This is an optimization exercise on Yosys and OpenROAD, whose aim is small area, not a production implementation.
Where RTL was checked, it was by simulation tests only, not by an equivalence proof against the original.
The clock input has no modelled driver; a real chip could not lean on it and would need a root buffer or a full tree.
Power and IR drop assume default switching activity.

==> flow/design.v <==
module CRC32(rst_n, clk, sof, eof, data_v, data, full, err);
    input rst_n;
    input clk;
    input sof;
    input eof;
    input data_v;
    input [7:0] data;
    output full;
    output err;
    reg [31:0] s;      
    reg        pend;   
    reg        err;
    reg [2:0]  c;      
    wire ld = data_v & ~sof;
    wire st = data_v & sof;
    wire nv = ~data_v;
    wire [7:0] fs;
    assign fs[0] = s[2] ^ s[3] ^ s[4] ^ s[6] ^ s[8] ^ s[16] ^ s[20] ^ s[30];
    assign fs[1] = s[0] ^ s[3] ^ s[10] ^ s[12] ^ s[16] ^ s[19] ^ s[20] ^ s[25] ^ s[29] ^ s[31];
    assign fs[2] = s[0] ^ s[1] ^ s[3] ^ s[5] ^ s[6] ^ s[8] ^ s[10] ^ s[18] ^ s[23] ^ s[24] ^ s[25] ^ s[27];
    assign fs[3] = s[1] ^ s[3] ^ s[6] ^ s[10] ^ s[17] ^ s[21] ^ s[23] ^ s[24] ^ s[25] ^ s[27] ^ s[31];
    assign fs[4] = s[1] ^ s[7] ^ s[10] ^ s[12] ^ s[13] ^ s[19] ^ s[23] ^ s[24] ^ s[28];
    assign fs[5] = s[1] ^ s[3] ^ s[6] ^ s[7] ^ s[10] ^ s[13] ^ s[16] ^ s[19] ^ s[20] ^ s[21] ^ s[23] ^ s[24] ^ s[26] ^ s[27] ^ s[28] ^ s[29];
    assign fs[6] = s[0] ^ s[3] ^ s[4] ^ s[6] ^ s[8] ^ s[10] ^ s[15] ^ s[16] ^ s[20] ^ s[23] ^ s[29];
    assign fs[7] = s[3] ^ s[4] ^ s[6] ^ s[8] ^ s[14] ^ s[16] ^ s[18] ^ s[20] ^ s[21] ^ s[23] ^ s[24] ^ s[26] ^ s[27] ^ s[29];
    wire [7:0] dd;
    assign dd[0] = data[2] ^ data[3];
    assign dd[1] = data[4];
    assign dd[2] = data[2] ^ data[7];
    assign dd[3] = data[0] ^ data[6];
    assign dd[4] = data[0] ^ data[2] ^ data[4] ^ data[7];
    assign dd[5] = data[1] ^ data[3] ^ data[6];
    assign dd[6] = data[0] ^ data[2] ^ data[5] ^ data[6];
    assign dd[7] = data[0] ^ data[1] ^ data[3] ^ data[5];
    wire [7:0] hd = dd ^ (sof ? 8'h35 : (fs ^ 8'hAA));
    always @(posedge clk)
        if (data_v) s[7:0] <= hd;
    always @(posedge clk)
        s[31:8] <= (s[23:0] & {24{ld}}) | (24'hDB1100 & {24{st}}) | (s[31:8] & {24{nv}});
    always @(posedge clk or negedge rst_n)
        if (!rst_n) begin
            pend <= 1'b0;
            err  <= 1'b0;
            c    <= 3'd0;
        end else begin
            pend <= eof;
            err  <= pend & (s != 32'h350D1787);
            c    <= {c[1], c[2] ^ c[0], ~(c[1] ? c[0] : c[2])};
        end
    assign full = &c;
endmodule
Settings: LEC_CHECK=0, CAP_MARGIN=20, CORE_MARGIN=2, CORE_UTILIZATION=40, SLEW_MARGIN=20; clock period 5.0 ns.
standard.sh (not shown) runs the stock make flow with config.mk's settings and CLKGATE_MAP_FILE= SYNTH_SCRIPT=/design/flow/synth_recipe.tcl, a recipe that flattens the netlist after the stock synthesis.
==> flow/flow/run.sh <==
#!/bin/bash
# Standard synthesis, then the hand-mapped netlist (flow/net.v, generated by gen/gen3.py) in its
# place when it holds the same flip-flops, then the standard layout with small port buffers and
# no CTS dummy loads.
set -uo pipefail
R=orfs/results/${FLOW_PLATFORM}/CRC32/base
bash standard.sh synth > synth.log 2>&1 || exit 1
cp $R/1_2_yosys.v std_1_2_yosys.v
if python3 flow/swap.py $R/1_2_yosys.v flow/net.v > swap.log 2>&1; then
  rm -f $R/1_synth.odb $R/1_synth.sdc
  bash standard.sh synth > synth_odb.log 2>&1 || exit 1
fi
bash standard.sh \
  BUFFER_PORTS_ARGS="-buffer_cell sky130_fd_sc_hd__buf_1" \
  CTS_ARGS="-sink_clustering_enable -sink_clustering_size 20 -sink_clustering_max_diameter 500 -root_buf sky130_fd_sc_hd__clkbuf_4 -buf_list sky130_fd_sc_hd__clkbuf_4 -repair_clock_nets -dont_use_dummy_load" \
  finish > finish.log 2>&1 || exit 1
Other scripts of this flow, unchanged in this note and not shown: flow/flow/net.v, flow/flow/swap.py
==> next run, changes <==
--- a/flow/flow/run.sh
+++ b/flow/flow/run.sh
@@ -14,3 +14,3 @@
   BUFFER_PORTS_ARGS="-buffer_cell sky130_fd_sc_hd__buf_1" \
-  CTS_ARGS="-sink_clustering_enable -sink_clustering_size 20 -sink_clustering_max_diameter 500 -root_buf sky130_fd_sc_hd__clkbuf_4 -buf_list sky130_fd_sc_hd__clkbuf_4 -repair_clock_nets -dont_use_dummy_load" \
+  CTS_ARGS="-sink_clustering_enable -sink_clustering_size 50 -sink_clustering_max_diameter 500 -root_buf sky130_fd_sc_hd__clkbuf_8 -buf_list sky130_fd_sc_hd__clkbuf_8 -repair_clock_nets -dont_use_dummy_load" \
   finish > finish.log 2>&1 || exit 1
After rerunning: Setup slack loses 40 ps; synthesized area is unchanged; die area is unchanged; clock skew shrinks by 16 ps; hold slack loses 10 ps; non-clock buffer count is unchanged.
No run of this note included a check of the RTL's function; only the layout flow was run.

---

== run B ==
CRC32, a different RTL version from the one above (not shown whole).
For scale: about 160 cells after synthesis, about 15 I/O pins, ~0.0017 mm² of cells after synthesis.
clock: 5.0 ns
lec_check: 0
cap_margin: 20
core_margin: 2
core_utilization: 40
slew_margin: 20
==> flow/flow/run.sh <==
#!/bin/bash
# Standard synthesis, then the hand-mapped netlist (flow/net.v, generated by gen/gen3.py) in its
# place when it holds the same flip-flops, then the standard layout with small port buffers and
# clock buffers placed by flow/pre_cts.tcl in place of the clock tree step.
set -uo pipefail
export CLKB_K=4 CLKB_CELL=sky130_fd_sc_hd__clkbuf_4
R=orfs/results/${FLOW_PLATFORM}/CRC32/base
bash standard.sh synth > synth.log 2>&1 || exit 1
cp $R/1_2_yosys.v std_1_2_yosys.v
if python3 flow/swap.py $R/1_2_yosys.v flow/net.v > swap.log 2>&1; then
  rm -f $R/1_synth.odb $R/1_synth.sdc
  bash standard.sh synth > synth_odb.log 2>&1 || exit 1
fi
bash standard.sh \
  CORE_UTILIZATION=65 PLACE_DENSITY=0.75 PRE_CTS_TCL=$PWD/flow/pre_cts.tcl BUFFER_PORTS_ARGS="-buffer_cell sky130_fd_sc_hd__buf_1" \
  CTS_ARGS="-sink_clustering_enable -sink_clustering_size 20 -sink_clustering_max_diameter 500 -root_buf sky130_fd_sc_hd__clkbuf_4 -buf_list sky130_fd_sc_hd__clkbuf_4 -repair_clock_nets -dont_use_dummy_load" \
  finish > finish.log 2>&1 || exit 1
Other scripts of this flow, unchanged in this note and not shown: flow/flow/net.v, flow/flow/pre_cts.tcl, flow/flow/swap.py
diff inputs: run B => run D
--- a/flow/flow/run.sh
+++ b/flow/flow/run.sh
@@ -13,5 +13,5 @@
 fi
 bash standard.sh \
-  CORE_UTILIZATION=65 PLACE_DENSITY=0.75 PRE_CTS_TCL=$PWD/flow/pre_cts.tcl BUFFER_PORTS_ARGS="-buffer_cell sky130_fd_sc_hd__buf_1" \
+  PRE_CTS_TCL=$PWD/flow/pre_cts.tcl BUFFER_PORTS_ARGS="-buffer_cell sky130_fd_sc_hd__buf_1" \
   CTS_ARGS="-sink_clustering_enable -sink_clustering_size 20 -sink_clustering_max_diameter 500 -root_buf sky130_fd_sc_hd__clkbuf_4 -buf_list sky130_fd_sc_hd__clkbuf_4 -repair_clock_nets -dont_use_dummy_load" \
   finish > finish.log 2>&1 || exit 1
[summary]
Overall die width: higher on run D. Compared with run B, in run D via count now smaller, number of global-route vias before repair picked up an extra 54. From run B to run D the numbers moved as follows: total power of the final layout now sits higher; final design area excluding fillers now sits higher; number of filler instances in the final layout now sits higher; share of total power in sequential cells now sits lower. The lower post-DP HPWL of run B and run D is in run B. Y dimension of the die, run B and run D, higher one = run D. Clock-net power: run D vs run B — no meaningful difference.
In every run of this note, the design's own scripts or RTL, not TritonCTS, make the clock network.

---

Another version of the RTL of CRC32 (not shown whole).
Size in the first run: roughly 0.0017 mm² of cells after synthesis.
==> flow/config.mk <==
export PLATFORM = sky130hd
export DESIGN_NAME = CRC32
export DESIGN_NICKNAME = CRC32
export VERILOG_FILES = /design/flow/design.v
export SDC_FILE = /design/flow/constraint.sdc
export NUM_CORES = 4
export LEC_CHECK = 0
export CAP_MARGIN = 20
export CORE_MARGIN = 2
export CORE_UTILIZATION = 40
export SLEW_MARGIN = 20
==> flow/constraint.sdc <==
create_clock -name core_clock -period 5.0 [get_ports {clk}]
set_input_delay 1.0000 -clock core_clock [delete_from_list [all_inputs] [get_ports {clk}]]
set_output_delay 1.0000 -clock core_clock [all_outputs]
set_load 0.01 [all_outputs]
==> flow/flow/run.sh <==
#!/bin/bash
# Standard synthesis, then the hand-mapped netlist (flow/net.v, generated by gen/gen3.py) in its
# place when it holds the same flip-flops, then the standard layout with small port buffers and
# clock buffers placed by flow/pre_cts.tcl in place of the clock tree step.
set -uo pipefail
export CLKB_K=4 CLKB_CELL=sky130_fd_sc_hd__clkbuf_4
R=orfs/results/${FLOW_PLATFORM}/CRC32/base
bash standard.sh synth > synth.log 2>&1 || exit 1
cp $R/1_2_yosys.v std_1_2_yosys.v
if python3 flow/swap.py $R/1_2_yosys.v flow/net.v > swap.log 2>&1; then
  rm -f $R/1_synth.odb $R/1_synth.sdc
  bash standard.sh synth > synth_odb.log 2>&1 || exit 1
fi
bash standard.sh \
  PRE_CTS_TCL=$PWD/flow/pre_cts.tcl BUFFER_PORTS_ARGS="-buffer_cell sky130_fd_sc_hd__buf_1" \
  CTS_ARGS="-sink_clustering_enable -sink_clustering_size 20 -sink_clustering_max_diameter 500 -root_buf sky130_fd_sc_hd__clkbuf_4 -buf_list sky130_fd_sc_hd__clkbuf_4 -repair_clock_nets -dont_use_dummy_load" \
  finish > finish.log 2>&1 || exit 1
==> flow/flow/pre_cts.tcl <==
# Clock buffering in place of the clock tree step: the flip-flops are split by placement into
# CLKB_K groups (k-means on their positions); each group gets one clock buffer of type
# CLKB_CELL at its centre, driven straight from the clock port.
proc clock_tree_synthesis {args} {
  set K $::env(CLKB_K)
  set cellname $::env(CLKB_CELL)
  set db [ord::get_db]
  set block [ord::get_db_block]
  set clknet [$block findNet clk]
  set sinks {}
  foreach it [$clknet getITerms] {
    set inst [$it getInst]
    set bb [$inst getBBox]
    lappend sinks [list $it [expr {([$bb xMin] + [$bb xMax]) / 2.0}] [expr {([$bb yMin] + [$bb yMax]) / 2.0}]]
  }
  set n [llength $sinks]
  set sorted [lsort -real -index 1 $sinks]
  set cx {}; set cy {}
  for {set k 0} {$k < $K} {incr k} {
    set s [lindex $sorted [expr {int(($k + 0.5) * $n / $K)}]]
    lappend cx [lindex $s 1]; lappend cy [lindex $s 2]
  }
  for {set iter 0} {$iter < 50} {incr iter} {
    set assign {}
    foreach s $sinks {
      set best 0; set bd 1e30
      for {set k 0} {$k < $K} {incr k} {
        set d [expr {abs([lindex $s 1] - [lindex $cx $k]) + abs([lindex $s 2] - [lindex $cy $k])}]
        if {$d < $bd} { set bd $d; set best $k }
      }
      lappend assign $best
    }
    set nx {}; set ny {}
    for {set k 0} {$k < $K} {incr k} {
      set sx 0.0; set sy 0.0; set c 0
      foreach s $sinks a $assign { if {$a == $k} { set sx [expr {$sx + [lindex $s 1]}]; set sy [expr {$sy + [lindex $s 2]}]; incr c } }
      if {$c > 0} { lappend nx [expr {$sx / $c}]; lappend ny [expr {$sy / $c}] } else { lappend nx [lindex $cx $k]; lappend ny [lindex $cy $k] }
    }
    set cx $nx; set cy $ny
  }
  set master [$db findMaster $cellname]
  for {set k 0} {$k < $K} {incr k} {
    set inst [odb::dbInst_create $block $master "clkbuf_k$k"]
    set net [odb::dbNet_create $block "clknet_k$k"]
    $net setSigType CLOCK
    [$inst findITerm A] connect $clknet
    [$inst findITerm X] connect $net
    set c 0
    foreach s $sinks a $assign {
      if {$a == $k} { set it [lindex $s 0]; $it disconnect; $it connect $net; incr c }
    }
    $inst setLocation [expr {int([lindex $cx $k])}] [expr {int([lindex $cy $k])}]
    $inst setPlacementStatus PLACED
    puts "clock buffer $k ($cellname) drives $c flip-flops"
  }
}
Other scripts of this flow, unchanged in this note and not shown: flow/flow/net.v, flow/flow/swap.py
Rerun with:
--- a/flow/flow/run.sh
+++ b/flow/flow/run.sh
@@ -6 +6 @@
-export CLKB_K=4 CLKB_CELL=sky130_fd_sc_hd__clkbuf_4
+export CLKB_K=3 CLKB_CELL=sky130_fd_sc_hd__clkbuf_4
Global-route usage stays flat.
Via count came out lower by 1.8%.
Clock power falls by about 10%.
Wire length decreases by 0.53%.
In every run of this note, the design's own scripts or RTL, not TritonCTS, make the clock network.

---

Starting RTL as in the previous note.
export LEC_CHECK = 0
export CAP_MARGIN = 20
export CORE_MARGIN = 2
export CORE_UTILIZATION = 40
export SLEW_MARGIN = 20
create_clock -name core_clock -period 5.0 [get_ports {clk}]
==> flow/flow/run.sh <==
#!/bin/bash
# Standard synthesis, then the hand-mapped netlist (flow/net.v, generated by gen/gen3.py) in its
# place when it holds the same flip-flops, then the standard layout with small port buffers and
# clock tree built from clkbuf_4 without dummy loads.
set -uo pipefail
R=orfs/results/${FLOW_PLATFORM}/CRC32/base
bash standard.sh synth > synth.log 2>&1 || exit 1
cp $R/1_2_yosys.v std_1_2_yosys.v
if python3 flow/swap.py $R/1_2_yosys.v flow/net.v > swap.log 2>&1; then
  rm -f $R/1_synth.odb $R/1_synth.sdc
  bash standard.sh synth > synth_odb.log 2>&1 || exit 1
fi
bash standard.sh \
  BUFFER_PORTS_ARGS="-buffer_cell sky130_fd_sc_hd__buf_1" \
  CTS_ARGS="-sink_clustering_enable -sink_clustering_size 20 -sink_clustering_max_diameter 500 -root_buf sky130_fd_sc_hd__clkbuf_4 -buf_list sky130_fd_sc_hd__clkbuf_2 -repair_clock_nets -dont_use_dummy_load" \
  finish > finish.log 2>&1 || exit 1
Other scripts of this flow, unchanged in this note and not shown: flow/flow/net.v, flow/flow/swap.py
Then changed:
--- a/flow/flow/run.sh
+++ b/flow/flow/run.sh
@@ -14,3 +14,3 @@
   BUFFER_PORTS_ARGS="-buffer_cell sky130_fd_sc_hd__buf_1" \
-  CTS_ARGS="-sink_clustering_enable -sink_clustering_size 20 -sink_clustering_max_diameter 500 -root_buf sky130_fd_sc_hd__clkbuf_4 -buf_list sky130_fd_sc_hd__clkbuf_2 -repair_clock_nets -dont_use_dummy_load" \
+  CTS_ARGS="-sink_clustering_enable -sink_clustering_size 20 -sink_clustering_max_diameter 500 -root_buf sky130_fd_sc_hd__clkbuf_4 -buf_list sky130_fd_sc_hd__clkbuf_4 -repair_clock_nets -dont_use_dummy_load" \
   finish > finish.log 2>&1 || exit 1
The new run completed without violations.
Total power does not change.
Global-route usage is unchanged.
Clock-buffer cell count does not change.
Combinational power is about the same.
Final area is unchanged.
Final cell count is unchanged.
Worst setup slack does not change.

[separate check: timing with driven ports]
No port has a modelled driver above. Below, the same layouts with a new extraction and two added sets of constraints. Step 1 assumes that a clkbuf_16 drives the clock port and a buf_2 every other input. Step 2 adds t to the input delays and takes it off the output delays; t is the mean of the earliest and latest rising clock arrival at the registers after step 1. Input paths then give back, and output paths get back, about the clock's delay inside the block. Slacks: ideal ports / drivers / drivers and shift; pairs: ideal ports / drivers.
| run | t, ns | setup slack, ns | worst setup path after step 2 | worst register clock-pin slew, ns | cell pins on the clock port's net |
|---|---|---|---|---|---|
| the first run of note 1 | 0.352 | 2.202 / 2.202 / 2.202 | register to register | 0.12 / 0.12 | 1 |
| the second run of note 1 | 0.304 | 2.162 / 2.162 / 2.162 | register to register | 0.07 / 0.07 | 1 |
| run B | 0.206 | 2.119 / 2.118 / 2.118 | register to register | 0.12 / 0.12 | 4 |
| run D | 0.206 | 2.060 / 2.060 / 2.060 | register to register | 0.11 / 0.11 | 4 |
| the first run of note 3 | 0.198 | 2.090 / 2.090 / 2.090 | register to register | 0.11 / 0.11 | 4 |
| the second run of note 3 | 0.214 | 2.092 / 2.092 / 2.092 | register to register | 0.12 / 0.12 | 3 |
| the first run of note 4 | 0.341 | 2.083 / 2.083 / 2.083 | register to register | 0.11 / 0.11 | 1 |
| the second run of note 4 | 0.341 | 2.083 / 2.083 / 2.083 | register to register | 0.11 / 0.11 | 1 |
After both steps every run listed still meets setup and hold. For run B, which loses most, drivers alone change the setup slack by -0.001 ns; drivers and shift together by -0.001 ns.
